From an optimization exercise on the open Yosys and OpenROAD flow, aimed at small area; shortcuts taken in it are not production practice. In this exercise RTL edits were held to simulation tests only and were not proved equivalent to the original. In every run shown here, the design's own scripts or RTL, not TritonCTS, make the clock network. No driver is modelled on the clock port, so clock power and skew are understated where the tree is cut down; a real chip needs a root buffer or a tree. No activity file was given, so power comes from the tool's default toggle rates.

## flow/design.v

```verilog
module DigitTo7Seg(input [3:0] digit, output [6:0] segment);
	wire d0 = digit[0];
	wire d1 = digit[1];
	wire d2 = digit[2];
	wire d3 = digit[3];
	assign segment[0] = (d0 & ~d1 & ~d2 & ~d3) | (~d0 & ~d1 & d2);
	assign segment[1] = (d0 & ~d1 & d2) | (~d0 & d1 & d2);
	assign segment[2] = (~d0 & d1 & ~d2);
	assign segment[3] = (d0 & ~d1 & ~d2) | (~d0 & ~d1 & d2) | (d0 & d1 & d2);
	assign segment[4] = (d0) | (~d1 & d2);
	assign segment[5] = (d0 & ~d2 & ~d3) | (d1 & ~d2) | (d0 & d1);
	assign segment[6] = (~d1 & ~d2 & ~d3) | (d0 & d1 & d2);
endmodule
module Digit5To7Seg(input [2:0] digit, output [6:0] segment);
	wire d0 = digit[0];
	wire d1 = digit[1];
	wire d2 = digit[2];
	assign segment[0] = (d0 & ~d1 & ~d2) | (d1 & d2);
	assign segment[1] = (~d1 & d2);
	assign segment[2] = (~d0 & d1);
	assign segment[3] = (d0 & ~d1 & ~d2) | (d1 & d2);
	assign segment[4] = (d0);
	assign segment[5] = (d0 & ~d2) | (~d0 & d1);
	assign segment[6] = (~d1 & ~d2);
endmodule
module Digit2To7Seg(input [1:0] digit, output [6:0] segment);
	wire d0 = digit[0];
	wire d1 = digit[1];
	assign segment[0] = (d0);
	assign segment[1] = 1'b0;
	assign segment[2] = (~d0 & d1);
	assign segment[3] = (d0);
	assign segment[4] = (d0);
	assign segment[5] = (d1);
	assign segment[6] = (~d1) | (d0);
endmodule
module TimeTo7Seg(input [3:0] mu, input [2:0] mt, input [3:0] hu, input [1:0] ht,
	output [6:0] segment0, segment1, segment2, segment3);
	DigitTo7Seg digitTo7Seg0(mu, segment0);
	Digit5To7Seg digitTo7Seg1(mt, segment1);
	DigitTo7Seg digitTo7Seg2(hu, segment2);
	Digit2To7Seg digitTo7Seg3(ht, segment3);
endmodule
module TimeOfDay(input clk, input rst_n, input keyMin_n, input keyHour_n, input mtick,
	output reg [3:0] mu, output reg [2:0] mt, output reg [3:0] hu, output reg [1:0] ht);
	reg minOld, hourOld;
	wire bm = ~keyMin_n & ~minOld;
	wire bh = ~keyHour_n & ~hourOld;
	wire tk = mtick;
	wire mu0 = mu[0];
	wire mu1 = mu[1];
	wire mu2 = mu[2];
	wire mu3 = mu[3];
	wire mt0 = mt[0];
	wire mt1 = mt[1];
	wire mt2 = mt[2];
	wire hu0 = hu[0];
	wire hu1 = hu[1];
	wire hu2 = hu[2];
	wire hu3 = hu[3];
	wire ht0 = ht[0];
	wire ht1 = ht[1];
	wire mov = ~((~bm & ~tk) | (~mt2) | (~mu3) | (~mu0 & ~bm) | (mt1) | (~mu0 & ~tk));
	always @(posedge clk or negedge rst_n)
		if (!rst_n) begin
			minOld <= 1'b0;
			hourOld <= 1'b0;
			mu <= 4'd0;
			mt <= 3'd0;
			hu <= 4'd0;
			ht <= 2'd0;
		end else begin
			minOld <= ~keyMin_n;
			hourOld <= ~keyHour_n;
			mu <= {(mu1 & mu2 & bm & tk) | (mu0 & mu1 & mu2 & tk) | (mu0 & mu1 & mu2 & bm) | (mu3 & ~bm & ~tk) | (~mu0 & mu3 & ~tk) | (~mu0 & mu3 & ~bm), (mu0 & mu1 & ~mu2 & tk) | (mu2 & ~bm & ~tk) | (mu1 & ~mu2 & bm & tk) | (mu0 & mu1 & ~mu2 & bm) | (~mu1 & mu2) | (~mu0 & mu2 & ~tk) | (~mu0 & mu2 & ~bm), ~((~mu1 & ~bm & ~tk) | (~mu0 & ~mu1 & ~tk) | (mu0 & mu1 & bm) | (~mu0 & ~mu1 & ~bm) | (mu1 & bm & tk) | (mu0 & mu1 & tk) | (mu3)), ~((~mu0 & ~bm & ~tk) | (mu0 & bm & ~tk) | (~mu0 & bm & tk) | (mu0 & ~bm & tk) | (mu0 & mu3 & ~mt1 & mt2 & bm))};
			mt <= {~((~mt2 & ~bm & ~tk) | (~mt0) | (~mu3 & ~mt2) | (~mu0 & ~mt2 & ~bm) | (mu0 & mu3 & ~mt1 & bm) | (mu3 & ~mt1 & bm & tk) | (mu0 & mu3 & ~mt1 & tk) | (~mu0 & ~mt2 & ~tk)), ~((~mt1 & ~bm & ~tk) | (~mt0 & ~mt1) | (~mu3 & ~mt1) | (~mu0 & ~mt1 & ~bm) | (mu0 & mu3 & mt2 & bm) | (mu0 & mu3 & mt2 & tk) | (mu3 & mt2 & bm & tk) | (~mu0 & ~mt1 & ~tk)), (mt0 & ~bm & ~tk) | (mu0 & mu3 & ~mt0 & bm) | (~mu3 & mt0) | (mu3 & ~mt0 & bm & tk) | (mu0 & mu3 & ~mt0 & tk) | (~mu0 & mt0 & ~bm) | (~mu0 & mt0 & ~tk) | (mt0 & mt1)};
			hu <= {(hu1 & hu2 & bh & mov) | (hu0 & hu1 & hu2 & mov) | (hu0 & hu1 & hu2 & bh) | (hu3 & ~bh & ~mov) | (~hu0 & hu3 & ~mov) | (~hu0 & hu3 & ~bh), ~((~hu2 & ~bh & ~mov) | (~hu1 & ~hu2) | (~hu0 & ~hu2 & ~bh) | (~hu0 & ~hu2 & ~mov) | (~ht0 & ht1) | (hu1 & hu2 & bh & mov) | (hu0 & hu1 & hu2 & mov) | (hu0 & hu1 & hu2 & bh)), ~((~hu1 & ~bh & ~mov) | (~hu0 & ~hu1 & ~bh) | (hu0 & hu1 & mov) | (hu3) | (~hu0 & ~hu1 & ~mov) | (hu1 & bh & mov) | (hu0 & hu1 & bh)), ~((~hu0 & ~bh & ~mov) | (hu0 & ~bh & mov) | (~hu0 & bh & mov) | (hu0 & bh & ~mov) | (hu1 & ~ht0 & ht1 & bh & mov))};
			ht <= {(hu0 & hu3 & mov) | (ht1 & ~bh & ~mov) | (~hu1 & ht1) | (~hu0 & ht1 & ~bh) | (~hu0 & ht1 & ~mov) | (hu3 & bh & mov) | (hu0 & hu3 & bh) | (ht0), (~hu3 & ht0) | (~hu0 & ht0 & ~mov) | (hu3 & ~ht0 & bh & mov) | (~hu0 & ht0 & ~bh) | (ht0 & ~bh & ~mov) | (hu0 & hu3 & ~ht0 & mov) | (hu0 & hu3 & ~ht0 & bh)};
		end
endmodule
module UartTx(input clk, input rst_n, input send_n, input utick, input [7:0] dataBits,
	output ready, output tx);
	reg [3:0] st;
	reg txn;   
	assign tx = ~txn;
	reg req;
	wire s0 = st[0], s1 = st[1], s2 = st[2], s3 = st[3];
	wire rq = req | ~send_n;
	wire tk = utick;
	wire idle = (~s2 & ~s3);
	wire [7:0] g = {dataBits[7], dataBits[6], dataBits[5], dataBits[4], dataBits[3], dataBits[2], dataBits[1], dataBits[0]};
	assign ready = idle;
	always @(posedge clk or negedge rst_n)
		if (!rst_n) begin
			st <= 4'd0;
			req <= 1'b0;
			txn <= 1'b0;
		end else begin
			req <= rq & ~(utick & idle);
			st <= {(~s2 & rq & tk) | (s3 & ~tk) | (~s1 & s3) | (~s0 & s3) | (s0 & ~s2), (s2 & ~tk) | (s0 & s1 & tk) | (s2 & s3), (s1 & ~tk) | (s0 & ~s1 & tk) | (~s0 & s1), (s0 & ~tk) | (~s0 & s3 & tk)};
			if (utick & ~(idle & ~rq))
				txn <= st[3] ? ~g[st[2:0]] : idle;
		end
endmodule
module clock_top(
	input clk,
	input rst_n,
	input [3:1] key_n,
	input [9:0] sw,
	output [6:0] hex0,
	output [6:0] hex1,
	output [6:0] hex2,
	output [6:0] hex3,
	output [7:0] ledg
);
	assign ledg[0] = ~rst_n | ~key_n[1] | ~key_n[2] | ~key_n[3] | sw[9] | sw[8];
	assign ledg[7:3] = 5'b00000;
	wire mtick, utick;
	TimeBase timeBase(.clk(clk), .rst_n(rst_n), .utick(utick), .mtick(mtick));
	wire [3:0] mu, hu;
	wire [2:0] mt;
	wire [1:0] ht;
	TimeOfDay timeOfDay(.clk(clk), .rst_n(rst_n), .keyMin_n(key_n[2]), .keyHour_n(key_n[3]),
		.mtick(mtick), .mu(mu), .mt(mt), .hu(hu), .ht(ht));
	TimeTo7Seg timeTo7Seg(.mu(mu), .mt(mt), .hu(hu), .ht(ht),
		.segment0(hex0), .segment1(hex1), .segment2(hex2), .segment3(hex3));
	UartTx uartTx(.clk(clk), .rst_n(rst_n), .send_n(key_n[1]), .utick(utick),
		.dataBits(sw[7:0]), .ready(ledg[1]), .tx(ledg[2]));
endmodule
module TimeBase(input clk, input rst_n, output utick, output mtick);
	reg [1:0] j;
	reg [4:0] c32;
	reg [3:0] c9;
	reg [6:0] c125;
	reg [2:0] c5;
	wire jt = j[1] & ~j[0];
	wire t9 = (~c9[0] & ~c9[2] & c9[3]);
	wire t125 = (~c125[0] & ~c125[1] & ~c125[2] & ~c125[3] & ~c125[4] & ~c125[5] & c125[6]);
	wire t5 = (c5[2]);
	assign utick = jt & t125 & t5;
	assign mtick = jt & (&c32) & t9 & t125;
	wire s0 = c5[0];
	wire s1 = c5[1];
	wire s2 = c5[2];
	wire en = t125;
	always @(posedge clk or negedge rst_n)
		if (!rst_n) begin
			j <= 2'd0;
			c32 <= 5'd0;
			c9 <= 4'd0;
			c125 <= 7'd0;
			c5 <= 3'd0;
		end else begin
			j <= {j[0], ~j[1]};
			c32 <= c32 + {4'd0, jt};
			c9 <= {c9[2:0], (~c9[0] & ~c9[1] & ~c9[3]) | (c9[0] & c9[3])};
			c125 <= {c125[5:0], (~c125[4] & ~c125[6]) | (c125[5] & ~c125[6]) | (c125[4] & ~c125[5] & c125[6])};
			c5 <= {(~s0 & s1 & en) | (s2 & ~en), (s0 & en) | (s1 & ~en), (~s1 & ~s2 & en) | (s0 & ~en)};
		end
endmodule
```

## flow/flow/run.sh

```bash
#!/bin/bash
# The standard layout with three changes:
#  - the logic is mapped with an area-oriented ABC script (flow/synth.tcl, flow/area.abc).
#    The standard synthesis runs first; the area-mapped netlist, whose registers are the
#    same, then gets the standard synthesis's register names (flow/pair_regs.py) and
#    replaces the standard netlist before floorplanning;
#  - every port gets the smallest buffer (buf_1) instead of the default;
#  - the clock reaches the registers through a few clkbuf cells fed straight from the
#    clock port (flow/post_cts.tcl) instead of the two-level H-tree.
# Each tool's output goes to a log file of its own in this folder.
set -euo pipefail
W=$PWD
R=orfs/results/sky130hd/clock_top/base
export MY_FLOW_DIR=$W/flow
export AREA_ABC_SCRIPT=$W/flow/area.abc
export BUFFER_PORTS_ARGS="-buffer_cell sky130_fd_sc_hd__buf_1"
export CTS_ARGS="-sink_clustering_enable -repair_clock_nets -dont_use_dummy_load"
export POST_CTS_TCL=$W/flow/post_cts.tcl
export MY_CLK_BUFS=${MY_CLK_BUFS:-3}
export MY_CLK_BUF_CELL=${MY_CLK_BUF_CELL:-sky130_fd_sc_hd__clkbuf_8}

# 1. standard synthesis
bash standard.sh synth > std_synth.log 2>&1
cp $R/1_2_yosys.v std_1_2_yosys.v
# 2. area-oriented synthesis in a folder of its own
sed -e "s#SYNTH_SCRIPT=[^ ]*#SYNTH_SCRIPT=$W/flow/synth.tcl#" \
    -e "s#WORK_HOME=[^ ]*#WORK_HOME=$W/orfs_area#" standard.sh > area_synth.sh
bash area_synth.sh synth > area_synth.log 2>&1
# 3. area netlist with the standard register names replaces the standard netlist
if python3 flow/pair_regs.py std_1_2_yosys.v orfs_area/$R/1_2_yosys.v > paired_1_2_yosys.v 2> pair_regs.log; then
  cp paired_1_2_yosys.v $R/1_2_yosys.v
else
  cat pair_regs.log
fi
# 4. the rest of the standard flow
bash standard.sh > flow.log 2>&1
```

## flow/flow/area.abc

```
strash
&get -n
&st
&syn2
&dch
&nf -R 1000 -p
&put
topo
dnsize
```

## flow/flow/clkbuf.tcl

```tcl
# Replace the clock tree by K buffers fed straight from the clock port, each
# driving one cluster of registers (k-means on the register positions).
proc my_clock_buffers {K bufname} {
  set block [ord::get_db_block]
  set db [ord::get_db]
  set clkport [$block findBTerm clk]
  set clknet [$clkport getNet]
  # collect sinks through any existing clock buffers, remove those buffers
  set sinks {}
  set todo [list $clknet]
  set dead {}
  while {[llength $todo]} {
    set net [lindex $todo 0]; set todo [lrange $todo 1 end]
    foreach it [$net getITerms] {
      if {[$it isInputSignal] == 0 && [$it getIoType] != "INPUT"} continue
      set inst [$it getInst]
      set m [[$inst getMaster] getName]
      if {[string match "sky130_fd_sc_hd__clkbuf*" $m] || [string match "sky130_fd_sc_hd__clkinv*" $m]} {
        foreach o [$inst getITerms] { if {[$o getIoType] == "OUTPUT" && [$o getNet] != "NULL"} { lappend todo [$o getNet] } }
        lappend dead $inst
      } else {
        lappend sinks $it
      }
    }
    if {$net != $clknet} { lappend deadnets $net }
  }
  foreach it $sinks { $it disconnect }
  foreach inst $dead { odb::dbInst_destroy $inst }
  if {[info exists deadnets]} { foreach n $deadnets { odb::dbNet_destroy $n } }
  # positions
  set pts {}
  foreach it $sinks { set b [[$it getInst] getBBox]; lappend pts [list [expr {([$b xMin]+[$b xMax])/2}] [expr {([$b yMin]+[$b yMax])/2}]] }
  set n [llength $pts]
  # init centroids spread along x
  set sorted [lsort -integer -index 0 $pts]
  set cs {}
  for {set k 0} {$k < $K} {incr k} { lappend cs [lindex $sorted [expr {int(($k + 0.5) * $n / $K)}]] }
  for {set iter 0} {$iter < 30} {incr iter} {
    set asg {}
    foreach p $pts {
      set best 0; set bd 1e18
      for {set k 0} {$k < $K} {incr k} {
        set c [lindex $cs $k]
        set d [expr {abs([lindex $p 0]-[lindex $c 0]) + abs([lindex $p 1]-[lindex $c 1])}]
        if {$d < $bd} { set bd $d; set best $k }
      }
      lappend asg $best
    }
    set ncs {}
    for {set k 0} {$k < $K} {incr k} {
      set sx 0; set sy 0; set c 0
      foreach p $pts a $asg { if {$a == $k} { set sx [expr {$sx + [lindex $p 0]}]; set sy [expr {$sy + [lindex $p 1]}]; incr c } }
      if {$c} { lappend ncs [list [expr {$sx / $c}] [expr {$sy / $c}]] } else { lappend ncs [lindex $cs $k] }
    }
    set cs $ncs
  }
  set master [$db findMaster $bufname]
  for {set k 0} {$k < $K} {incr k} {
    set inst [odb::dbInst_create $block $master clkbuf_my_$k]
    set net [odb::dbNet_create $block clknet_my_$k]
    $net setSigType CLOCK
    [$inst findITerm A] connect $clknet
    [$inst findITerm X] connect $net
    foreach it $sinks a $asg { if {$a == $k} { $it connect $net } }
    set c [lindex $cs $k]
    $inst setLocation [expr {int([lindex $c 0])}] [expr {int([lindex $c 1])}]
    $inst setPlacementStatus PLACED
  }
  puts "my_clock_buffers: $n sinks, $K x $bufname, removed [llength $dead] buffers"
}
```

## flow/flow/pair_regs.py

```python
#!/usr/bin/env python3
"""Give the registers of the area-mapped netlist the instance names the standard synthesis
gave them. Both netlists come from the same design up to ABC, so each register drives the
same named net in both; registers are paired by that net. Other cells with generated names
(_NNN_) get a prefix so they cannot clash.
usage: pair_regs.py STANDARD.v AREA.v > OUT.v   (exit 1 if the registers do not pair)"""
import re, sys

INST = re.compile(r'^  (sky130_fd_sc_hd__\w+) (\\\S+ |\S+) \($')

def blocks(text):
    """yields (start line, end line, cell type, instance name, {pin: net})"""
    lines = text.split('\n')
    i = 0
    while i < len(lines):
        m = INST.match(lines[i])
        if m:
            j = i
            pins = {}
            while not lines[j].rstrip().endswith(');'):
                j += 1
                pm = re.match(r'^\s*\.(\w+)\((.*?)\)\s*,?\s*(\);)?\s*$', lines[j])
                if pm: pins[pm.group(1)] = pm.group(2).strip()
            yield i, j, m.group(1), m.group(2), pins
            i = j + 1
        else:
            i += 1

def is_reg(cell): return re.match(r'sky130_fd_sc_hd__(df|sdf|edf|dl)', cell) is not None
def base(cell): return re.sub(r'_\d+$', '', cell)

std = open(sys.argv[1]).read()
area = open(sys.argv[2]).read()
std_regs = {}
for _, _, cell, name, pins in blocks(std):
    if is_reg(cell): std_regs[pins['Q']] = (name, base(cell))
lines = area.split('\n')
seen = set()
for i, j, cell, name, pins in blocks(area):
    if is_reg(cell):
        q = pins.get('Q')
        if q not in std_regs or std_regs[q][1] != base(cell) or q in seen:
            sys.exit(f"pair_regs: register {name} ({cell}, Q {q}) has no partner")
        seen.add(q)
        new = std_regs[q][0]
    elif re.fullmatch(r'_\d+_', name):
        new = '_a' + name[1:]
    else:
        continue
    lines[i] = f'  {cell} {new} ('
if seen != set(std_regs):
    sys.exit(f"pair_regs: {len(std_regs) - len(seen)} standard registers have no partner")
sys.stdout.write('\n'.join(lines))
```

## flow/flow/post_cts.tcl

```tcl
# After CTS: replace the clock tree by a few buffers fed straight from the
# clock port, then legalise and re-check hold.
source $::env(MY_FLOW_DIR)/clkbuf.tcl
my_clock_buffers $::env(MY_CLK_BUFS) $::env(MY_CLK_BUF_CELL)
detailed_placement
estimate_parasitics -placement
```

## flow/flow/synth.tcl

```tcl
# The standard flow's synthesis script (synth_recipe.tcl), with ABC run on an area-oriented
# script (flow/area.abc) instead of ORFS's speed script. Everything before ABC,
# including the flip-flop mapping, is unchanged, so the registers are the same.
proc synth {args} { yosys synth -nofsm -noshare {*}$args }
proc abc {args} {
  set i [lsearch -exact $args -script]
  if {$i >= 0} { lset args [expr {$i + 1}] $::env(AREA_ABC_SCRIPT) }
  yosys abc {*}$args
}
source $::env(SCRIPTS_DIR)/synth.tcl
# left out here: clear keep_hierarchy, flatten, clean up, hide names made inside functions, write 1_2_yosys.v
```

## flow/standard.sh

```bash
#!/bin/bash
# synth_recipe.tcl (not shown) runs the flow's synth.tcl, then flattens the netlist and writes it again
# the make line also repeats each setting of config.mk as NAME=value (left out here)
make -C /OpenROAD-flow-scripts/flow DESIGN_CONFIG=/design/flow/config.mk WORK_HOME=/design/flow/orfs CLKGATE_MAP_FILE= SYNTH_SCRIPT=/design/flow/synth_recipe.tcl "${@:-finish}"
```

## flow/config.mk

```make
export PLATFORM = sky130hd
export DESIGN_NAME = clock_top
export DESIGN_NICKNAME = clock_top
export VERILOG_FILES = /design/flow/design.v
export SDC_FILE = /design/flow/constraint.sdc
export NUM_CORES = 4
export LEC_CHECK = 0
export CAP_MARGIN = 20
export CORE_MARGIN = 2
export CORE_UTILIZATION = 40
export SLEW_MARGIN = 20
```

## flow/constraint.sdc

```tcl
create_clock -name core_clock -period 15.0 [get_ports {clk}]
set_input_delay 3.0000 -clock core_clock [delete_from_list [all_inputs] [get_ports {clk}]]
set_output_delay 3.0000 -clock core_clock [all_outputs]
set_load 0.01 [all_outputs]
```

==> results of run 1 <==
==> layout make-up <==
class / instances / area [µm²]
Multi-Input combinational cell: 143 / 925
Tap cell: 70 / 87.6
Sequential cell: 42 / 1050
Buffer: 3 / 41.3
Inverter: 9 / 33.8
Timing Repair Buffer: 45 / 174
Fill cell: 525 / 2800
==> cell usage after synthesis, types with 3 or more instances <==
cell / count / area share [%]
a21o_1: 3 / 1.1
xor2_1: 5 / 2.1
nand2_1: 23 / 4.1
and2_1: 3 / 0.89
dfrtp_1: 42 / 50
nor3_1: 5 / 1.2
a21oi_1: 7 / 1.7
buf_4: 15 / 5.3
o21ai_0: 11 / 2.6
xnor2_1: 6 / 2.5
inv_1: 9 / 1.6
nand2b_1: 8 / 2.4
nand3_1: 6 / 1.4
mux2i_1: 5 / 2.4
nor2_1: 24 / 4.3
clkbuf_1: 3 / 0.53
nor2b_1: 4 / 1.2
==> cells by family (layout without fill, tap and decap cells) <==
logic type | Yosys count | after routing | share of synthesized area, %
AND/OR/NAND/NOR | 85 | 85 | 21.7
XOR/XNOR | 11 | 11 | 4.56
adder cells (fa/ha/maj) | 2 | 2 | 1.18
buffers and inverters | 27 | 57 | 7.46
flip-flops | 42 | 42 | 49.7
multiplexers | 10 | 10 | 6.09
other | 1 | 6 | 0.177
AO/OA/AOI/OAI | 29 | 29 | 9.17
==> how the worst max path moves through the flow <==
| stage | end | from |
|---|---|---|
| after global placement | ledg[0] | rst_n |
| after global routing | ledg[0] | rst_n |
| after detailed placement | ledg[0] | rst_n |
| final | ledg[0] | rst_n |
| after floorplan | ledg[0] | rst_n |
==> layer usage <==
layer,routed length (µm),global-route usage (%),vias to the layer above
met2,1570,19.6,27
met3,142,3.29,5
met1,1630,16.2,672
met5,0,0,-
met4,44,4.18,0
li1,-,-,743
==> cell usage in the layout (no fill, tap or decap), types with 2 or more instances in the layout <==
| master | instances |
|---|---|
| a21o_1 | 3 |
| a21oi_1 | 7 |
| nor2_1 | 24 |
| and2_1 | 3 |
| nor4_4 | 2 |
| mux2i_1 | 5 |
| conb_1 | 6 |
| nor2b_1 | 4 |
| inv_1 | 9 |
| nor3b_1 | 2 |
| o21ai_0 | 11 |
| dfrtp_1 | 42 |
| nor3_1 | 5 |
| buf_1 | 43 |
| mux2_2 | 2 |
| xnor2_1 | 6 |
| nand2b_1 | 8 |
| xor2_1 | 5 |
| clkbuf_8 | 3 |
| mux4_2 | 2 |
| ha_1 | 2 |
| nand2_1 | 23 |
| nand3_1 | 6 |
==> power by group through the flow <==
stage / registers [W] / clock network [W] / logic [W]
after floorplan: 0.000139 / 0 / 0.0000817
after global placement: 0.000147 / 0 / 0.0000963
after detailed placement: 0.000147 / 0 / 0.0000975
after global routing: 0.000149 / 0.0000509 / 0.000110
final: 0.000145 / 0.0000447 / 0.0000963
==> per-stage QoR <==
| step | worst slack (ps) | instance area (µm²) | util, % | cells | hold WS (ps) |
|---|---|---|---|---|---|
| floorplan | 8580 | 2130 | - | 212 | 347 |
| global placement | 7860 | 2270 | 44.5 | 309 | 352 |
| detailed placement | 7850 | 2270 | 44.5 | 309 | 357 |
| global route | 7760 | 2310 | 45.3 | 312 | 394 |
| finish | 7910 | 2310 | 45.3 | 312 | 378 |
==> impl_results.md, run 1 <==
- Outcome: complete, no violations
- Final Max Slew Viols: 0
- TNS Setup: 0 ps
- # setup viols final: 0
- Fin crit share: between 40 and 50%
- Slew margin rel.: 57.1%
- Layout cells sized above 1: ~7.4%
- Vias in the first global route: 1330
- Setup crit start kind: input pin
- Initial cell density of the core: 41.4%
- Hold Vio Cnt, Final: 0
- DRC: 0
- Initial antenna violation count: 0
- RSZ-0062 raised after global routing: no
- Worst VDD drop: 0.0545 mV
- Buffers on Ports: 44
- R2R Setup Slk: 12870 ps
- #FFs+latches synth: 42
- Via density: 4.64
- Distinct cells, synth: 40
- # nets final: 261
- Critical Path, Cell by Cell: clkbuf_2 > buf_4 > nand4_1 > or3_1 > buf_1
- Worst Tran Pin Value: 637 ps
- Ys Warns: 3
- Gr ovfl total: 0
- Highest fanout seen on the critical path: 43
- CTS sink count: 42
- Core area: 0.00511 mm²
- DR pass1 iterations: 4
- FFs w/ async S/R, synth: 100%
- F_max: 141 MHz
- CP required: 12000 ps
- Total GRT Usage: 12.3%
- P per Cell Area: 124 mW/mm²
- Switching part of the total: between 30% and 40%
- Cell Rows: 26
- Clock latency (worst-skew pair): about 160 ps
- Dpl hpwl: 2580 µm
- WP data arrival: roughly 4100 ps
- Most used DFF post-synth: dfrtp_1
- Worst path depth: 5
- Final worst path period need: 7090 ps
- Worst R2R Path Depth: 6
- Crit path buffers/inverters: 3
- Register area share after synthesis: 49.7%
- Routed wire length: 3390 µm
- Slowest CP cell: buf_4
- Total number of vias: 1447
- Die W: approximately 77 µm
- CP max stage delay: 430 ps
- Clock-pin transition on the worst setup and hold timing paths: 80 ps
- Hold_sp: timeBase.j[0]
- Overall power: 0.000286 W
- Hold Path Stages: 0
- Post-Syn Instances: a little over 200
- Clk network pwr share: 15.6%
- I/O pin cnt: 51
- Maxcap violations: 0
- Wire per inst: between 10 and 15 µm
- Cell internal pwr: 0.000183 W
- Maximum number of pins on one net before global-route repair: 44
- Crit end category: primary output
- Crit path kind: in -> out
- Hold Crit Endpoint: timeBase.j[1]
- Remaining antenna violation count: 0
- Die Span Y: 76.7 µm
- Hold crit path type: reg -> reg
- RR Endpoint: timeOfDay.ht[1]
- Crit path max-delay family: buffers and inverters
- Switching Power: approximately 0.00010 W
- Reg2reg start: timeBase.c125[1]
- Pleak: 0.982 nW
- Die area: 0.00588 mm²
- Routability congestion estimate: about 0.74
- First DRT Iteration DRCs: 80
- Mapped Avg Cell Area: 10.2 µm²
- Global-route wire length before repair: 5920 µm
- Logic pwr share: 33.7%
- Seq pwr share: 50.7%
- Synth Cell Area: about 0.0021 mm²
- Inserted Diodes: 0
- Post-synth EDFFs: 0
- Clock skew: 27.0 ps
- Area delta synth->final: 9.35%
==> inputs of run 2 (changes only) <==
--- a/flow/flow/run.sh
+++ b/flow/flow/run.sh
@@ -16,6 +16,7 @@
 export BUFFER_PORTS_ARGS="-buffer_cell sky130_fd_sc_hd__buf_1"
 export CTS_ARGS="-sink_clustering_enable -repair_clock_nets -dont_use_dummy_load"
 export POST_CTS_TCL=$W/flow/post_cts.tcl
+export SKIP_REPAIR_TIE_FANOUT=1
 export MY_CLK_BUFS=${MY_CLK_BUFS:-3}
 export MY_CLK_BUF_CELL=${MY_CLK_BUF_CELL:-sky130_fd_sc_hd__clkbuf_8}
 
@@ -27,7 +28,7 @@
     -e "s#WORK_HOME=[^ ]*#WORK_HOME=$W/orfs_area#" standard.sh > area_synth.sh
 bash area_synth.sh synth > area_synth.log 2>&1
 # 3. area netlist with the standard register names replaces the standard netlist
-if python3 flow/pair_regs.py std_1_2_yosys.v orfs_area/$R/1_2_yosys.v > paired_1_2_yosys.v 2> pair_regs.log; then
+if python3 flow/pair_regs.py std_1_2_yosys.v orfs_area/results/sky130hd/clock_top/base/1_2_yosys.v > paired_1_2_yosys.v 2> pair_regs.log; then
   cp paired_1_2_yosys.v $R/1_2_yosys.v
 else
   cat pair_regs.log
==> run 2 against run 1 <==
Against the previous run:
- die area down 6.7%
- core utilization up 0.45 points
- combinational power up 0.4%
- register-to-register slack worse by 1300 ps
- sequential power up 5%
- area after synthesis down 7.0%
- global-route usage about the same
- critical path depth unchanged
- critical path type unchanged
==> impl_results.md, run 2 <==
- Outcome: complete, no violations
- Reg area: 0.00105 mm² (unchanged)
- Highest fanout seen on the critical path: 43 (unchanged)
- Hold crit path type: reg -> reg
- CP required: 12000 ps (about the same)
- Wire per inst: 11.0 µm (+1.4%)
- DR pass1 iterations: 4 (unchanged)
- Area delta synth->final: 9.87%
- Clock-pin transition on the worst setup and hold timing paths: 80 ps (about the same)
- Vias in the first global route: 1221 (-8.2%)
- Die area: 0.00549 mm² (-6.7%)
- Via density: 4.82 (+4.0%)
- Setup crit start: rst_n
- F_max: 141 MHz (-0.17%)
- Routed wire length: 3260 µm (-3.8%)
- Worst R2R Path Depth: 9 (+3)
- Crit end category: primary output
- # nets final: 248 (-5.0%)
- Most frequent cells in the layout: buf_1 (43), dfrtp_1 (42), nand2_1 (24), nor2_1 (21), a21oi_1 (13)
- Worst VDD drop: 0.0563 mV (+3.4%)
- Fillers: 478 (-9.0%)
- Pleak: 0.880 nW (-10%)
- Global-route wire length before repair: 5330 µm (-10%)
- Crit path kind: in -> out
- I/O pin cnt: 51 (unchanged)
- Buffers on Ports: 44 (unchanged)
- P per Cell Area: 136 mW/mm² (+9.8%)
- Total number of vias: 1428 (-1.3%)
- CTS sink count: 42 (unchanged)
- Hold Crit Endpoint: timeBase.j[1]
- TNS Setup: 0 ps (unchanged)
- Die Span Y: 74.1 µm (-3.4%)
- Commonest non-fill, non-tap cell in the layout: buf_1
- Hold_sp: timeBase.j[0]
- Post-Syn Instances: 195 (-5.8%)
- Routability congestion estimate: 0.688 (-6.9%)
- Clock skew: 16.7 ps (-10.3 ps)
- Mapped Avg Cell Area: 10.1 µm² (-1.3%)
- Fin crit share: 47.4% (+0.083 points)
- Dpl hpwl: 2380 µm (-7.8%)
- Setup crit start kind: input pin
- Final Util: 45.7% (+0.45 points)
- RR Endpoint: timeOfDay.ht[1]
- Inserted Diodes: 0 (unchanged)
- WP data arrival: 4100 ps (about the same)
- Initial antenna violation count: 0 (unchanged)
- Die W: 74.1 µm (-3.4%)
- RSZ-0062 raised after global routing: no
- Worst Tran Pin Value: 715 ps (+77.6 ps)
- Cell Rows: 25 (-3.8%)
- Core area: 0.00472 mm² (-7.5%)
- Slew margin rel.: 51.8% (-5.2 points)
- # setup viols final: 0 (unchanged)
- R2R Setup Slk: 11590 ps (-1280 ps)
- Hold Path Stages: 0 (unchanged)
- Hold Vio Cnt, Final: 0 (unchanged)
- Synth Cell Area: 0.00197 mm² (-7.0%)
- Maxcap violations: 0 (unchanged)
- First DRT Iteration DRCs: 39 (-51%)
- Layout cells sized above 1: 3.06% (-4.4 points)
- Initial cell density of the core: 41.6% (+0.21 points)
- Final Max Slew Viols: 0 (unchanged)
- DRC: 0 (unchanged)
- Total GRT Usage: 12.2% (-0.031 points)
- Reg2reg start: timeBase.c125[5]
- Gr ovfl total: 0 (unchanged)
- Clock latency (worst-skew pair): 150 ps (about the same)
- Remaining antenna violation count: 0 (unchanged)
- Final worst path period need: 7100 ps (+12.4 ps)
- Maximum number of pins on one net before global-route repair: 44 (unchanged)
- Ys Warns: 3 (unchanged)
- Multi-input logic area: 783 µm² (-15%)
## run 2: cell types whose count changed in the layout (fill, tap and decap cells not counted), sizes merged, moves of 3 or more
cell,delta
o21ai,-3
inv,-9
clkinv,+7
conb,-5
nor2,-3
a21oi,+6
## run 2: metal layers
metal,up-vias,global-route usage (%),wire length (µm)
met5,-,0,0
met4,0,3.03,0
met3,0,2.44,145
met2,36,19.5,1510
met1,676,17.3,1610
li1,716,-,-
## run 2: how the worst max path moves through the flow
| stage | endpoint | slack [ps] | cells after the start |
|---|---|---|---|
| floorplan | ledg[0] | 8580 | 2 |
| global placement | ledg[0] | 7860 | 5 |
| detailed placement | ledg[0] | 7850 | 5 |
| global route | ledg[0] | 7740 | 5 |
| finish | ledg[0] | 7900 | 5 |
## run 2: through the flow
step | hold slack [ps] | cell area [µm²] | instances | worst slack (ps) | power (W)
floorplan | 345 | 1970 | 195 | 8580 | 0.000225
global placement | 361 | 2120 | 293 | 7860 | 0.000251
detailed placement | 359 | 2120 | 293 | 7850 | 0.000252
global route | 401 | 2160 | 296 | 7740 | 0.000317
finish | 386 | 2160 | 296 | 7900 | 0.000293
## run 2: where the power goes
group	switching, W	leakage [nW]	internal (W)
clock network	0.0000263	0.0216	0.0000184
registers	0.0000261	0.500	0.000126
logic	0.0000582	0.358	0.0000385
## run 2: cell type report
type	count	share of cell area [%]
tap	67	3.88
inverter	7	1.22
buffer	3	1.91
sequential	42	48.7
timing repair buffer	45	8.05
multi-input combinational	132	36.3
## run 2: worst max-delay path: stages
cell	delay, ps
clkbuf_2	70
buf_4	430
nand4_1	140
or3_1	310
buf_1	130
==> inputs of run 3 (changes only) <==
--- a/flow/flow/run.sh
+++ b/flow/flow/run.sh
@@ -6,7 +6,9 @@
 #    replaces the standard netlist before floorplanning;
 #  - every port gets the smallest buffer (buf_1) instead of the default;
 #  - the clock reaches the registers through a few clkbuf cells fed straight from the
-#    clock port (flow/post_cts.tcl) instead of the two-level H-tree.
+#    clock port (flow/post_cts.tcl, the smallest set that keeps the estimated clock-pin
+#    slew under 110 ps) instead of the two-level H-tree;
+#  - one tie cell drives all constant outputs (SKIP_REPAIR_TIE_FANOUT).
 # Each tool's output goes to a log file of its own in this folder.
 set -euo pipefail
 W=$PWD
@@ -16,9 +18,8 @@
 export BUFFER_PORTS_ARGS="-buffer_cell sky130_fd_sc_hd__buf_1"
 export CTS_ARGS="-sink_clustering_enable -repair_clock_nets -dont_use_dummy_load"
 export POST_CTS_TCL=$W/flow/post_cts.tcl
+export MY_CLK_SLEW_PS=110
 export SKIP_REPAIR_TIE_FANOUT=1
-export MY_CLK_BUFS=${MY_CLK_BUFS:-3}
-export MY_CLK_BUF_CELL=${MY_CLK_BUF_CELL:-sky130_fd_sc_hd__clkbuf_8}
 
 # 1. standard synthesis
 bash standard.sh synth > std_synth.log 2>&1
==> flow/flow/clkbuf.tcl (replaced) <==

proc myclk_sinks {} {
  # disconnect every register clock pin from the existing clock tree and delete the tree
  set block [ord::get_db_block]
  set clknet [[$block findBTerm clk] getNet]
  set sinks {}
  set todo [list $clknet]
  set dead {}
  set deadnets {}
  while {[llength $todo]} {
    set net [lindex $todo 0]; set todo [lrange $todo 1 end]
    foreach it [$net getITerms] {
      if {[$it getIoType] != "INPUT"} continue
      set inst [$it getInst]
      set m [[$inst getMaster] getName]
      if {[string match "sky130_fd_sc_hd__clkbuf*" $m] || [string match "sky130_fd_sc_hd__buf_*" $m]} {
        foreach o [$inst getITerms] { if {[$o getIoType] == "OUTPUT" && [$o getNet] != "NULL"} { lappend todo [$o getNet] } }
        lappend dead $inst
      } else {
        lappend sinks $it
      }
    }
    if {$net != $clknet} { lappend deadnets $net }
  }
  foreach it $sinks { $it disconnect }
  foreach inst $dead { odb::dbInst_destroy $inst }
  foreach n $deadnets { odb::dbNet_destroy $n }
  return $sinks
}

proc myclk_kmeans {pts K} {
  set n [llength $pts]
  set sorted [lsort -integer -index 0 $pts]
  set cs {}
  for {set k 0} {$k < $K} {incr k} { lappend cs [lindex $sorted [expr {int(($k + 0.5) * $n / $K)}]] }
  for {set iter 0} {$iter < 50} {incr iter} {
    set asg {}
    foreach p $pts {
      set best 0; set bd 1e18
      for {set k 0} {$k < $K} {incr k} {
        set c [lindex $cs $k]
        set d [expr {abs([lindex $p 0]-[lindex $c 0]) + abs([lindex $p 1]-[lindex $c 1])}]
        if {$d < $bd} { set bd $d; set best $k }
      }
      lappend asg $best
    }
    set ncs {}
    for {set k 0} {$k < $K} {incr k} {
      set sx 0; set sy 0; set c 0
      foreach p $pts a $asg { if {$a == $k} { set sx [expr {$sx + [lindex $p 0]}]; set sy [expr {$sy + [lindex $p 1]}]; incr c } }
      if {$c} { lappend ncs [list [expr {$sx / $c}] [expr {$sy / $c}]] } else { lappend ncs [lindex $cs $k] }
    }
    set cs $ncs
  }
  return [list $asg $cs]
}

proc myclk_build {sinks K cell} {
  set block [ord::get_db_block]
  set clknet [[$block findBTerm clk] getNet]
  set pts {}
  foreach it $sinks { set b [[$it getInst] getBBox]; lappend pts [list [expr {([$b xMin]+[$b xMax])/2}] [expr {([$b yMin]+[$b yMax])/2}]] }
  lassign [myclk_kmeans $pts $K] asg cs
  set master [[ord::get_db] findMaster $cell]
  set insts {}
  for {set k 0} {$k < $K} {incr k} {
    set inst [odb::dbInst_create $block $master clkbuf_my_$k]
    set net [odb::dbNet_create $block clknet_my_$k]
    $net setSigType CLOCK
    [$inst findITerm A] connect $clknet
    [$inst findITerm X] connect $net
    foreach it $sinks a $asg { if {$a == $k} { $it connect $net } }
    set c [lindex $cs $k]
    $inst setLocation [expr {int([lindex $c 0])}] [expr {int([lindex $c 1])}]
    $inst setPlacementStatus PLACED
    lappend insts $inst
  }
  return $insts
}

proc myclk_unbuild {sinks insts} {
  foreach it $sinks { $it disconnect }
  foreach inst $insts {
    set net [[$inst findITerm X] getNet]
    odb::dbInst_destroy $inst
    odb::dbNet_destroy $net
  }
}

proc myclk_max_slew {} {
  estimate_parasitics -placement
  set m 0
  foreach p [get_pins -hierarchical */CLK] { set s [get_property $p slew_max]; if {$s > $m} { set m $s } }
  return $m
}

proc my_clock_buffers {limit} {
  set sinks [myclk_sinks]
  set lib [[[ord::get_db] findMaster sky130_fd_sc_hd__clkbuf_8] getLib]
  set options {}
  foreach cell {sky130_fd_sc_hd__clkbuf_2 sky130_fd_sc_hd__clkbuf_4 sky130_fd_sc_hd__clkbuf_8 sky130_fd_sc_hd__clkbuf_16} {
    set area [expr {[[[ord::get_db] findMaster $cell] getWidth] * [[[ord::get_db] findMaster $cell] getHeight]}]
    for {set K 1} {$K <= 4} {incr K} { lappend options [list [expr {$K * $area}] $K $cell] }
  }
  set options [lsort -real -index 0 $options]
  foreach o $options {
    lassign $o area K cell
    set insts [myclk_build $sinks $K $cell]
    set s [myclk_max_slew]
    puts "my_clock_buffers: $K x $cell, estimated clock-pin slew [format %.1f [expr {$s * 1000}]] ps"
    if {$s <= $limit} {
      puts "my_clock_buffers: keeping $K x $cell for [llength $sinks] registers"
      return
    }
    myclk_unbuild $sinks $insts
  }
  # fallback: four clkbuf_16
  myclk_build $sinks 4 sky130_fd_sc_hd__clkbuf_16
}
==> flow/flow/post_cts.tcl (replaced) <==
# After CTS: replace the clock tree by a few buffers fed straight from the
# clock port, then legalise.
source $::env(MY_FLOW_DIR)/clkbuf.tcl
my_clock_buffers [expr {$::env(MY_CLK_SLEW_PS) / 1000.0}]
detailed_placement
estimate_parasitics -placement
--- a/flow/config.mk
+++ b/flow/config.mk
@@ -7,5 +7,6 @@
 export LEC_CHECK = 0
 export CAP_MARGIN = 20
 export CORE_MARGIN = 2
-export CORE_UTILIZATION = 40
+export CORE_UTILIZATION = 70
+export PLACE_DENSITY = 0.85
 export SLEW_MARGIN = 20
==> run 3 against run 2 <==
Against the previous run:
- largest power group unchanged
- clock power hardly changed
- first-iteration DRC count grew to 2.9 times the previous value
- area after synthesis stayed put
- sequential power hardly changed
- still clean on timing, DRC and antenna
- sequential share of layout area is 1.0 points higher
- maximum frequency is 0.29% higher
- core utilization is 32 points higher
- highest routed layer is now met4
- die area is 41% lower
- register-to-register slack better by 80 ps
- critical path depth stayed put
- cell area is 2.1% lower
==> impl_results.md, run 3 <==
- Outcome: complete, no violations
- Layout cells sized above 1: 3.06% (unchanged)
- Most frequent cells in the layout: buf_1 (43), dfrtp_1 (42), nand2_1 (24), nor2_1 (21), a21oi_1 (13)
- Die Span Y: 57.0 µm (-23%)
- Reg2reg start: timeBase.c125[5]
- Worst VDD drop: 0.155 mV (+170%)
- Setup crit start: rst_n
- Final worst path period need: 7080 ps (-20.2 ps)
- Die area: 0.00325 mm² (-41%)
- TNS Setup: 0 ps (unchanged)
- Placed insts: 257 (-12%)
- Hold Path Stages: 0 (unchanged)
- CP max stage delay: 420 ps (about the same)
- Crit path buffers/inverters: 3 (unchanged)
- Clock skew: 4.94 ps (-11.8 ps)
- Vias in the first global route: 1462 (+20%)
- Highest fanout seen on the critical path: 43 (unchanged)
- Hold Vio Cnt, Final: 0 (unchanged)
- Core area: 0.00271 mm² (-43%)
- Via density: 5.73 (+19%)
- Pleak: 0.880 nW (unchanged)
- Critical Path, Cell by Cell: clkbuf_2 > buf_4 > nand4_1 > or3_1 > buf_1
- WL met3: 141 µm (-2.8%)
- Remaining antenna violation count: 0 (unchanged)
- Hold WS: 376 ps (-9.79 ps)
- Fin crit share: 47.2% (-0.13 points)
- RR Endpoint: timeOfDay.ht[1]
- Total number of vias: 1489 (+4.3%)
- Synth Cell Area: 0.00197 mm² (unchanged)
- Critical path endpoint: ledg[0]
- Wire per inst: 13.0 µm (+18%)
- Multi-input logic area: 783 µm² (unchanged)
- Buffers on Ports: 44 (unchanged)
- # nets final: 248 (unchanged)
- Cell Rows: 19 (-24%)
- Crit end category: primary output
- Clock-pin transition on the worst setup and hold timing paths: 80 ps (about the same)
- Mapped Avg Cell Area: 10.1 µm² (unchanged)
- Global-route wire length before repair: 6030 µm (+13%)
- Total GRT Usage: 23.2% (+11 points)
- Final Max Slew Viols: 0 (unchanged)
- Max layer used: met4
- DRC: 0 (unchanged)
- Finished Layout Cells: 260 (-12%)
- Initial antenna violation count: 0 (unchanged)
- Routability congestion estimate: 0.773 (+12%)
- Clock latency (worst-skew pair): 140 ps (about the same)
- R2R Setup Slk: 11670 ps (+80 ps)
- F_max: 141 MHz (+0.29%)
- Initial cell density of the core: 72.5% (+31 points)
- RSZ-0062 raised after global routing: no
- Slew margin rel.: 57.5% (+5.7 points)
- Setup crit start kind: input pin
- Worst path depth: 5 (unchanged)
- Wl on met1: 1390 µm (-14%)
- First DRT Iteration DRCs: 115 (+190%)
- Ys Warns: 3 (unchanged)
- Inserted Diodes: 0 (unchanged)
- Reg area: 0.00105 mm² (unchanged)
- Met2 WL: 1830 µm (+21%)
- Hold crit path type: reg -> reg
- Die W: 57.0 µm (-23%)
- Post-Syn Instances: 195 (unchanged)
- Maximum number of pins on one net before global-route repair: 44 (unchanged)
- Routed wire length: 3370 µm (+3.4%)
- Maxcap violations: 0 (unchanged)
- Crit path kind: in -> out
- Dpl hpwl: 2530 µm (+6.2%)
- CP required: 12000 ps (about the same)
- Fillers: 171 (-64%)
- Worst R2R Path Depth: 9 (unchanged)
- WP data arrival: 4080 ps (-20 ps)
- Area delta synth->final: 7.57%
- Gr ovfl total: 0 (unchanged)
- Commonest non-fill, non-tap cell in the layout: buf_1
- Crit path max-delay family: buffers and inverters
- P per Cell Area: 140 mW/mm² (+2.9%)
- # setup viols final: 0 (unchanged)
- CTS sink count: 42 (unchanged)
- Slowest CP cell: buf_4
- Worst Tran Pin Value: 630 ps (-84.3 ps)
- DR pass1 iterations: 5 (+1)
- I/O pin cnt: 51 (unchanged)
## run 3: metrics by stage
step,instance area (µm²),util (%),worst slack (ps),power [W]
after floorplan,1970,-,8580,0.000225
final,2110,78.0,7920,0.000296
after detailed placement,2070,76.5,7880,0.000253
after global routing,2110,78.0,7730,0.000318
after global placement,2070,76.5,7900,0.000246
## run 3: report_power, final
group / total [W] / switching [W] / internal, W
registers: 0.000153 / 0.0000270 / 0.000126
logic: 0.0000980 / 0.0000595 / 0.0000385
clock network: 0.0000446 / 0.0000262 / 0.0000184
total: 0.000296 / 0.000113 / 0.000183
## run 3: worst min-delay path by stage
stage                         startpoint             end  slack (ps)
after detailed placement  timeBase.c9[2]  timeBase.c9[3]         360
after floorplan           timeBase.c9[2]  timeBase.c9[3]         350
after global routing      timeBase.c9[2]  timeBase.c9[3]         390
after global placement    timeBase.c9[2]  timeBase.c9[3]         360
final                     timeBase.c9[2]  timeBase.c9[3]         380
## run 3: cell type report
class	count	share of cell area, %
sequential	42	49.7
multi-input combinational	132	37.0
timing repair buffer	45	8.22
buffer	3	1.95
tap	31	1.83
inverter	7	1.24
## run 3: per-layer routing
layer  vias to the layer above  track usage, %
met5                         -               0
met4                         0            6.64
met3                         2            3.17
met2                        38            42.9
met1                       729            28.4
li1                        720               -
==> inputs of run 4 (changes only) <==
==> flow/flow/run.sh (replaced) <==
#!/bin/bash
# The standard layout with these changes:
#  - the logic is mapped with area-oriented ABC scripts (flow/synth.tcl, flow/area*.abc).
#    The standard synthesis runs first; the smallest area-mapped netlist, whose registers
#    are the same, then gets the standard synthesis's register names (flow/pair_regs.py)
#    and replaces the standard netlist before floorplanning;
#  - every port gets the smallest buffer (buf_1) instead of the default;
#  - the clock reaches the registers through a few clkbuf cells fed straight from the
#    clock port (flow/post_cts.tcl, the smallest set that keeps the estimated clock-pin
#    slew under 110 ps) instead of the two-level H-tree;
#  - one tie cell drives all constant outputs (SKIP_REPAIR_TIE_FANOUT).
# Each tool's output goes to a log file of its own in this folder.
set -euo pipefail
W=$PWD
R=orfs/results/sky130hd/clock_top/base
export MY_FLOW_DIR=$W/flow
export BUFFER_PORTS_ARGS="-buffer_cell sky130_fd_sc_hd__buf_1"
export CTS_ARGS="-sink_clustering_enable -repair_clock_nets -dont_use_dummy_load"
export POST_CTS_TCL=$W/flow/post_cts.tcl
export MY_CLK_SLEW_PS=110
export SKIP_REPAIR_TIE_FANOUT=1

# 1. standard synthesis
bash standard.sh synth > std_synth.log 2>&1
cp $R/1_2_yosys.v std_1_2_yosys.v
# 2. area-oriented syntheses, one per ABC script (flow/area*.abc), each in a folder of its
#    own and run side by side; the one with the smallest cell area is kept
best=""; best_area=""
pids=()
for abc in flow/area*.abc; do
  k=$(basename $abc .abc)
  sed -e "s#SYNTH_SCRIPT=[^ ]*#SYNTH_SCRIPT=$W/flow/synth.tcl#" \
      -e "s#WORK_HOME=[^ ]*#WORK_HOME=$W/orfs_$k#" standard.sh > synth_$k.sh
  AREA_ABC_SCRIPT=$W/$abc bash synth_$k.sh synth > synth_$k.log 2>&1 &
  pids+=($!)
done
for p in "${pids[@]}"; do wait $p || true; done
for abc in flow/area*.abc; do
  k=$(basename $abc .abc)
  stat=orfs_$k/reports/sky130hd/clock_top/base/synth_stat.txt
  net=orfs_$k/results/sky130hd/clock_top/base/1_2_yosys.v
  [[ -f $stat && -f $net ]] || continue
  a=$(awk '/Chip area for module/ {print $NF}' $stat | tail -1)
  echo "$k $a" >> synth_areas.log
  if [[ -z "$best" ]] || awk -v a=$a -v b=$best_area 'BEGIN {exit !(a < b)}'; then best=$k; best_area=$a; fi
done
echo "kept $best $best_area" >> synth_areas.log
# 3. the kept netlist, with the standard register names, replaces the standard netlist
if [[ -n "$best" ]] && python3 flow/pair_regs.py std_1_2_yosys.v orfs_$best/results/sky130hd/clock_top/base/1_2_yosys.v > paired_1_2_yosys.v 2> pair_regs.log; then
  cp paired_1_2_yosys.v $R/1_2_yosys.v
else
  cat pair_regs.log || true
fi
# 4. the rest of the standard flow
bash standard.sh > flow.log 2>&1
==> flow/flow/area1.abc (new file) <==
strash
&get -n
&st
&syn2
&dch
&nf -R 1000 -p
&put
topo
dnsize
==> flow/flow/area2.abc (new file) <==
strash
&get -n
&st
&syn2
&deepsyn -T 40
&dch
&nf -R 1000 -p
&put
topo
dnsize
==> flow/flow/area3.abc (new file) <==
strash
&get -n
&st
&deepsyn -T 30 -S 11
&syn2
&dch
&nf -R 1000 -p
&put
topo
dnsize
==> flow/flow/area4.abc (new file) <==
strash
&get -n
&st
&syn2
&deepsyn -T 30 -S 3
&dch -f
&nf -R 1000 -p
&put
topo
dnsize
--- a/flow/flow/synth.tcl
+++ b/flow/flow/synth.tcl
@@ -1,5 +1,5 @@
 # The standard flow's synthesis script (synth_recipe.tcl), with ABC run on an area-oriented
-# script (flow/area.abc) instead of ORFS's speed script. Everything before ABC,
+# script (AREA_ABC_SCRIPT, one of flow/area*.abc) instead of ORFS's speed script. Everything before ABC,
 # including the flip-flop mapping, is unchanged, so the registers are the same.
 proc synth {args} { yosys synth -nofsm -noshare {*}$args }
 proc abc {args} {
--- a/flow/config.mk
+++ b/flow/config.mk
@@ -7,6 +7,5 @@
 export LEC_CHECK = 0
 export CAP_MARGIN = 20
 export CORE_MARGIN = 2
-export CORE_UTILIZATION = 70
-export PLACE_DENSITY = 0.85
+export CORE_UTILIZATION = 40
 export SLEW_MARGIN = 20
removed: flow/flow/area.abc
==> run 4 against run 3 <==
Against the previous run:
- still clean on timing, DRC and antenna
- die area rose by 65%
- maximum frequency rose by 1.7%
- global-route usage decreased by 11 points
- clock skew is 22 ps higher
- register-to-register slack improved by 220 ps
- sequential cell count unchanged
- largest power group unchanged
==> impl_results.md, run 4 <==
- Outcome: complete, no violations
- Mapped Avg Cell Area: 10.1 µm² (-0.25%)
- Initial cell density of the core: 41.2% (-31 points)
- RR Endpoint: timeOfDay.hu[2]
- Final Util: 45.0% (-33 points)
- CP required: 12000 ps (about the same)
- Worst VDD drop: 0.0551 mV (-64%)
- Maximum number of pins on one net before global-route repair: 44 (unchanged)
- Worst R2R Path Depth: 11 (+2)
- Fin crit share: 46.5% (-0.78 points)
- Gr ovfl total: 0 (unchanged)
- Crit end category: primary output
- Die area: 0.00537 mm² (+65%)
- Clock skew: 27.2 ps (+22.2 ps)
- Final worst path period need: 6970 ps (-116 ps)
- # nets final: 244 (-1.6%)
- I/O pin cnt: 51 (unchanged)
- Remaining antenna violation count: 0 (unchanged)
- Area delta synth->final: 9.25%
- Post-Syn Instances: 191 (-2.1%)
- Crit path kind: in -> out
- Synth Cell Area: 0.00192 mm² (-2.3%)
- Hold_sp: timeBase.c125[0]
- Worst Tran Pin Value: 598 ps (-32.4 ps)
- Wire per inst: 10.9 µm (-16%)
- Fillers: 474 (+180%)
- Pleak: 0.882 nW (+0.20%)
- RSZ-0062 raised after global routing: no
- # setup viols final: 0 (unchanged)
- R2R Setup Slk: 11890 ps (+220 ps)
- Hold WS: 351 ps (-25.1 ps)
- CTS sink count: 42 (unchanged)
- Total GRT Usage: 12.0% (-11 points)
- Initial antenna violation count: 0 (unchanged)
- Final Max Slew Viols: 0 (unchanged)
- Die Span Y: 73.3 µm (+29%)
- Buffers on Ports: 44 (unchanged)
- Core area: 0.00466 mm² (+72%)
- Ys Warns: 3 (unchanged)
- Hold Vio Cnt, Final: 0 (unchanged)
- Maxcap violations: 0 (unchanged)
- Hold crit path type: reg -> reg
- Hold Crit Endpoint: timeBase.c125[1]
- Vias in the first global route: 1135 (-22%)
- Dpl hpwl: 2310 µm (-8.7%)
- WP data arrival: 3970 ps (-110 ps)
- Commonest non-fill, non-tap cell in the layout: buf_1
- Routability congestion estimate: 0.715 (-7.5%)
- Inserted Diodes: 0 (unchanged)
- Clock latency (worst-skew pair): 160 ps (+20 ps)
- Layout cells sized above 1: 3.11% (+0.054 points)
- CP max stage delay: 430 ps (about the same)
- First DRT Iteration DRCs: 89 (-23%)
- Pre-CTS setup slack: 7990 ps (+110 ps)
- Total number of vias: 1333 (-10%)
- Via density: 4.78 (-17%)
- Routed wire length: 3050 µm (-9.5%)
- Hold Path Stages: 0 (unchanged)
- Highest fanout seen on the critical path: 43 (unchanged)
- Cell Rows: 25 (+6)
- Slowest CP cell: buf_4
- F_max: 144 MHz (+1.7%)
- DRC: 0 (unchanged)
- Global-route wire length before repair: 4970 µm (-18%)
- Setup crit start kind: input pin
- Slew margin rel.: 59.6% (+2.0 points)
- Critical Path, Cell by Cell: clkbuf_2 > buf_4 > nand2_1 > nor3_1 > nand3_1 > buf_1
- TNS Setup: 0 ps (unchanged)
- Clock-pin transition on the worst setup and hold timing paths: 100 ps (+20 ps)
- P per Cell Area: 148 mW/mm² (+6.1%)
- DR pass1 iterations: 4 (-1)
- Setup ws final: 8030 ps (+116 ps)
- Reg2reg start: timeBase.c125[5]
- Most frequent cells in the layout: buf_1 (43), dfrtp_1 (42), nor2_1 (20), nand2_1 (20), a21oi_1 (14)
- Die W: 73.3 µm (+29%)
==> run 4: routing by layer <==
layer	global-route usage, %	up-vias	routed length, µm
li1	-	694	-
met1	15.7	608	1420
met2	19.7	27	1470
met3	2.88	4	124
met4	3.84	0	40
met5	0	-	0
==> run 4: layout make-up <==
class	count	area (µm²)	share of cell area, %
Inverter	12	45.0	2.15
Tap cell	54	67.6	3.22
Buffer	3	41.3	1.97
Timing Repair Buffer	45	174	8.29
Sequential cell	42	1050	50.1
Multi-Input combinational cell	123	719	34.3
==> run 4: per-stage QoR <==
stage,power [W],area [µm²],cells
6_report,0.000311,2100,279
5_1_grt,0.000340,2100,279
3_5_place_dp,0.000270,2060,276
3_3_place_gp,0.000269,2060,276
2_1_floorplan,0.000239,1920,191
==> run 4: worst max-delay path: cells and delay by family <==
kind	cells	cell delay [ps]
buffers and inverters	3	630
AND/OR/NAND/NOR	3	330
==> run 4: how the worst max path moves through the flow <==
stage | start | end | slack (ps)
6_report | rst_n | ledg[0] | 8030
5_1_grt | rst_n | ledg[0] | 7870
3_5_place_dp | rst_n | ledg[0] | 7990
3_3_place_gp | rst_n | ledg[0] | 7990
2_1_floorplan | sw[9] | ledg[0] | 8700
==> run 4: power by group <==
group	internal [W]	total [W]	switching (W)
Clock	0.0000184	0.0000447	0.0000263
Sequential	0.000127	0.000152	0.0000247
Combinational	0.0000458	0.000114	0.0000686
==> inputs of run 5 (changes only) <==
--- a/flow/flow/run.sh
+++ b/flow/flow/run.sh
@@ -26,6 +26,7 @@
 # 2. area-oriented syntheses, one per ABC script (flow/area*.abc), each in a folder of its
 #    own and run side by side; the one with the smallest cell area is kept
 best=""; best_area=""
+n=0
 pids=()
 for abc in flow/area*.abc; do
   k=$(basename $abc .abc)
@@ -33,6 +34,12 @@
       -e "s#WORK_HOME=[^ ]*#WORK_HOME=$W/orfs_$k#" standard.sh > synth_$k.sh
   AREA_ABC_SCRIPT=$W/$abc bash synth_$k.sh synth > synth_$k.log 2>&1 &
   pids+=($!)
+  n=$((n + 1))
+  # at most NUM_CORES at a time: ABC's deep synthesis runs on a time budget
+  if (( n % ${NUM_CORES:-4} == 0 )); then
+    for p in "${pids[@]}"; do wait $p || true; done
+    pids=()
+  fi
 done
 for p in "${pids[@]}"; do wait $p || true; done
 for abc in flow/area*.abc; do
==> flow/flow/area5.abc (new file) <==
strash
&get -n
&st
&syn2
&deepsyn -T 40 -S 21
&dch
&nf -R 1000 -p
&put
topo
dnsize
==> flow/flow/area6.abc (new file) <==
strash
&get -n
&st
&deepsyn -T 40 -S 33
&dch -f
&nf -R 1000 -p
&put
topo
dnsize
==> flow/flow/area7.abc (new file) <==
strash
&get -n
&st
&syn3
&deepsyn -T 40 -S 47
&dch
&nf -R 1000 -p
&put
topo
dnsize
==> flow/flow/area8.abc (new file) <==
strash
&get -n
&st
&syn2
&deepsyn -T 40 -S 59 -o
&dch
&nf -R 1000 -p
&put
topo
dnsize
--- a/flow/config.mk
+++ b/flow/config.mk
@@ -5,7 +5,7 @@
 export SDC_FILE = /design/flow/constraint.sdc
 export NUM_CORES = 4
 export LEC_CHECK = 0
-export CAP_MARGIN = 20
+export CAP_MARGIN = 0
 export CORE_MARGIN = 2
 export CORE_UTILIZATION = 40
-export SLEW_MARGIN = 20
+export SLEW_MARGIN = 0
==> run 5 against run 4 <==
Against the previous run:
- clock power up 2%
- maximum frequency down 0.14%
- wire length up 0.56%
- critical path depth unchanged
- die area down 0.67%
- power down 7.8%
- cell count up 0.72%
- worst hold slack better by 30 ps
- first-iteration DRC count down 34%
- largest power group unchanged
==> impl_results.md, run 5 <==
- F_max: 143 MHz (-0.14%)
- M1 GR Usage: 16.6% (+0.92 points)
- Gr ovfl total: 0 (unchanged)
- Slew margin rel.: 65.7% (+6.1 points)
- RSZ-0062 raised after global routing: no
- Area delta synth->final: 9.32% (about the same)
- CP required: 12000 ps (about the same)
- Clock skew: 6.14 ps (-21.0 ps)
- RR Endpoint: timeOfDay.hu[2]
- Worst Tran Pin Value: 515 ps (-83.3 ps)
- Initial cell density of the core: 40.9% (-0.30 points)
- WP data arrival: 3980 ps (about the same)
- Total number of vias: 1378 (+3.4%)
- Final instance area: 0.00208 mm² (-0.66%)
- Cell Rows: 25 (unchanged)
- Fillers: 464 (-2.1%)
- Wire per inst: 10.9 µm (-0.16%)
- Maxcap violations: 0 (unchanged)
- Hold crit path type: reg -> reg
- Hold Crit Endpoint: timeBase.c125[5]
- Final Max Slew Viols: 0 (unchanged)
- Crit path max-delay family: buffers and inverters
- Crit end category: primary output
- DRC: 0 (unchanged)
- # nets final: 246 (+0.82%)
- P per Cell Area: 138 mW/mm² (-7.2%)
- Commonest non-fill, non-tap cell in the layout: buf_1
- Via density: 4.90 (+2.6%)
- Reg2reg start: timeBase.c125[5]
- Synth Cell Area: 0.00191 mm² (-0.72%)
- DR pass1 iterations: 4 (unchanged)
- Total GRT Usage: 12.6% (+0.62 points)
- Overall power: 0.000287 W (-7.8%)
- Global-route wire length before repair: 5240 µm (+5.4%)
- Maximum number of pins on one net before global-route repair: 44 (unchanged)
- Routability congestion estimate: 0.718 (+0.38%)
- Crit path buffers/inverters: 3 (unchanged)
- Hold Path Stages: 0 (unchanged)
- Met3 global-route usage: 3.45% (+0.57 points)
- Hold_sp: timeBase.c125[4]
- Highest fanout seen on the critical path: 43 (unchanged)
- Vias in the first global route: 1203 (+6.0%)
- CP max stage delay: 420 ps (about the same)
- Worst VDD drop: 0.0663 mV (+20%)
- Remaining antenna violation count: 0 (unchanged)
- Die W: 73.0 µm (-0.33%)
- Dpl hpwl: 2270 µm (-1.6%)
- Initial antenna violation count: 0 (unchanged)
- Pleak: 0.889 nW (+0.86%)
- # setup viols final: 0 (unchanged)
- First DRT Iteration DRCs: 59 (-34%)
- Hold Vio Cnt, Final: 0 (unchanged)
- Mapped Avg Cell Area: 9.88 µm² (-1.7%)
- Worst R2R Path Depth: 11 (unchanged)
- Critical Path, Cell by Cell: clkbuf_2 > buf_4 > nand2_1 > nor3_1 > nand3_1 > buf_1
- Setup crit start kind: input pin
- Routed wire length: 3070 µm (+0.56%)
- Post-Syn Instances: 193 (+1.0%)
- Die Span Y: 73.0 µm (-0.33%)
- Fin crit share: 46.5% (+0.063 points)
- I/O pin cnt: 51 (unchanged)
- Outcome: complete, no violations
- Core area: 0.00466 mm² (unchanged)
- Multi-input logic area: 709 µm² (-1.4%)
- Slowest CP cell: buf_4
- Inserted Diodes: 0 (unchanged)
- Clock-pin transition on the worst setup and hold timing paths: 80 ps (-20 ps)
- R2R Setup Slk: 11950 ps (+60 ps)
- Area after DPL: 0.00204 mm² (-0.67%)
- Die area: 0.00534 mm² (-0.67%)
- CTS sink count: 42 (unchanged)
- Buffers on Ports: 44 (unchanged)
- Ys Warns: 3 (unchanged)
- Layout cells sized above 1: 3.08% (-0.027 points)
- Final worst path period need: 6980 ps (+9.46 ps)
- Met2 Usage GRT: 20.1% (+0.40 points)
- Top Usage Layer GRT: met2
- Most frequent cells in the layout: buf_1 (43), dfrtp_1 (42), nor2_1 (24), nand2_1 (20), a21oi_1 (14)
- Crit path kind: in -> out
- Reg area: 0.00105 mm² (unchanged)
- Clock latency (worst-skew pair): 150 ps (about the same)
- TNS Setup: 0 ps (unchanged)
run 5: cell types whose count changed in the layout (fill, tap and decap cells not counted), moves of 2 or more:
cell and delta:
nand3_1 +2, nor2_1 +4, nor2b_1 -4, nor3_1 +2, o21ai_0 +3, or2_0 +2, xnor2_1 -2, xor2_1 -2
run 5: metrics by stage:
stage	worst slack, ps	hold WS (ps)	std cells	util (%)
floorplan	8700	345	193	-
global placement	7980	357	278	43.8
detailed placement	7950	365	278	43.8
global route	7840	399	281	44.7
finish	8020	381	281	44.7
run 5: cell type report:
cell class              count  share of cell area (%)
flip-flops and latches     42                    50.4
repair buffers             45                    8.34
plain buffers               3                    1.98
multi-input cells         126                    34.0
well taps                  54                    3.24
inverters                  11                    1.98
run 5: layer usage:
layer	share of wire, %	up-vias
met5	0	-
met3	4.4	4
met2	47	31
met1	48	640
met4	1.2	0
li1	-	703
run 5: how the worst max path moves through the flow:
stage / cells past startpoint / start / endpoint / slack (ps)
final: 6 / rst_n / ledg[0] / 8020
after global routing: 6 / rst_n / ledg[0] / 7840
after detailed placement: 6 / rst_n / ledg[0] / 7950
after global placement: 6 / rst_n / ledg[0] / 7980
after floorplan: 2 / sw[9] / ledg[0] / 8700
run 5: report_power, final:
| group | internal, W | switching [W] |
|---|---|---|
| Combinational | 0.0000366 | 0.0000592 |
| Clock | 0.0000184 | 0.0000271 |
| Sequential | 0.000126 | 0.0000198 |

[afterwards: timing with drivers on the ports]
No port has a modelled driver above. Below, the same layouts with a new extraction and two added sets of constraints. Step 1: set_driving_cell puts a clkbuf_16 on clk and a buf_2 on each other input, an assumption about the parent block. Step 2, shift: input delay + t, output delay - t, t = (earliest + latest rising clock arrival at the registers) / 2. This alone moves slack from input paths to output paths. Three values: no drivers, after step 1, after step 2; two values: the first two.
| run | t (ns) | setup WS [ns] | hold slack, ns | latest minus earliest clock arrival (ns) |
|---|---|---|---|---|
| run 1 | 0.188 | 7.908 / 7.886 / 7.886 | 0.378 / 0.378 / 0.378 | 0.027 / 0.027 |
| run 2 | 0.183 | 7.896 / 7.874 / 7.874 | 0.386 / 0.386 / 0.386 | 0.017 / 0.017 |
| run 3 | 0.177 | 7.916 / 7.892 / 7.892 | 0.376 / 0.376 / 0.376 | 0.005 / 0.005 |
| run 4 | 0.189 | 8.032 / 8.011 / 8.011 | 0.351 / 0.351 / 0.351 | 0.027 / 0.028 |
| run 5 | 0.188 | 8.023 / 8.001 / 8.001 | 0.381 / 0.381 / 0.381 | 0.007 / 0.006 |
After both steps every run listed still meets setup and hold. The setup slack of run 3, which loses most, moves by -0.024 ns with the drivers and by -0.024 ns with both steps.
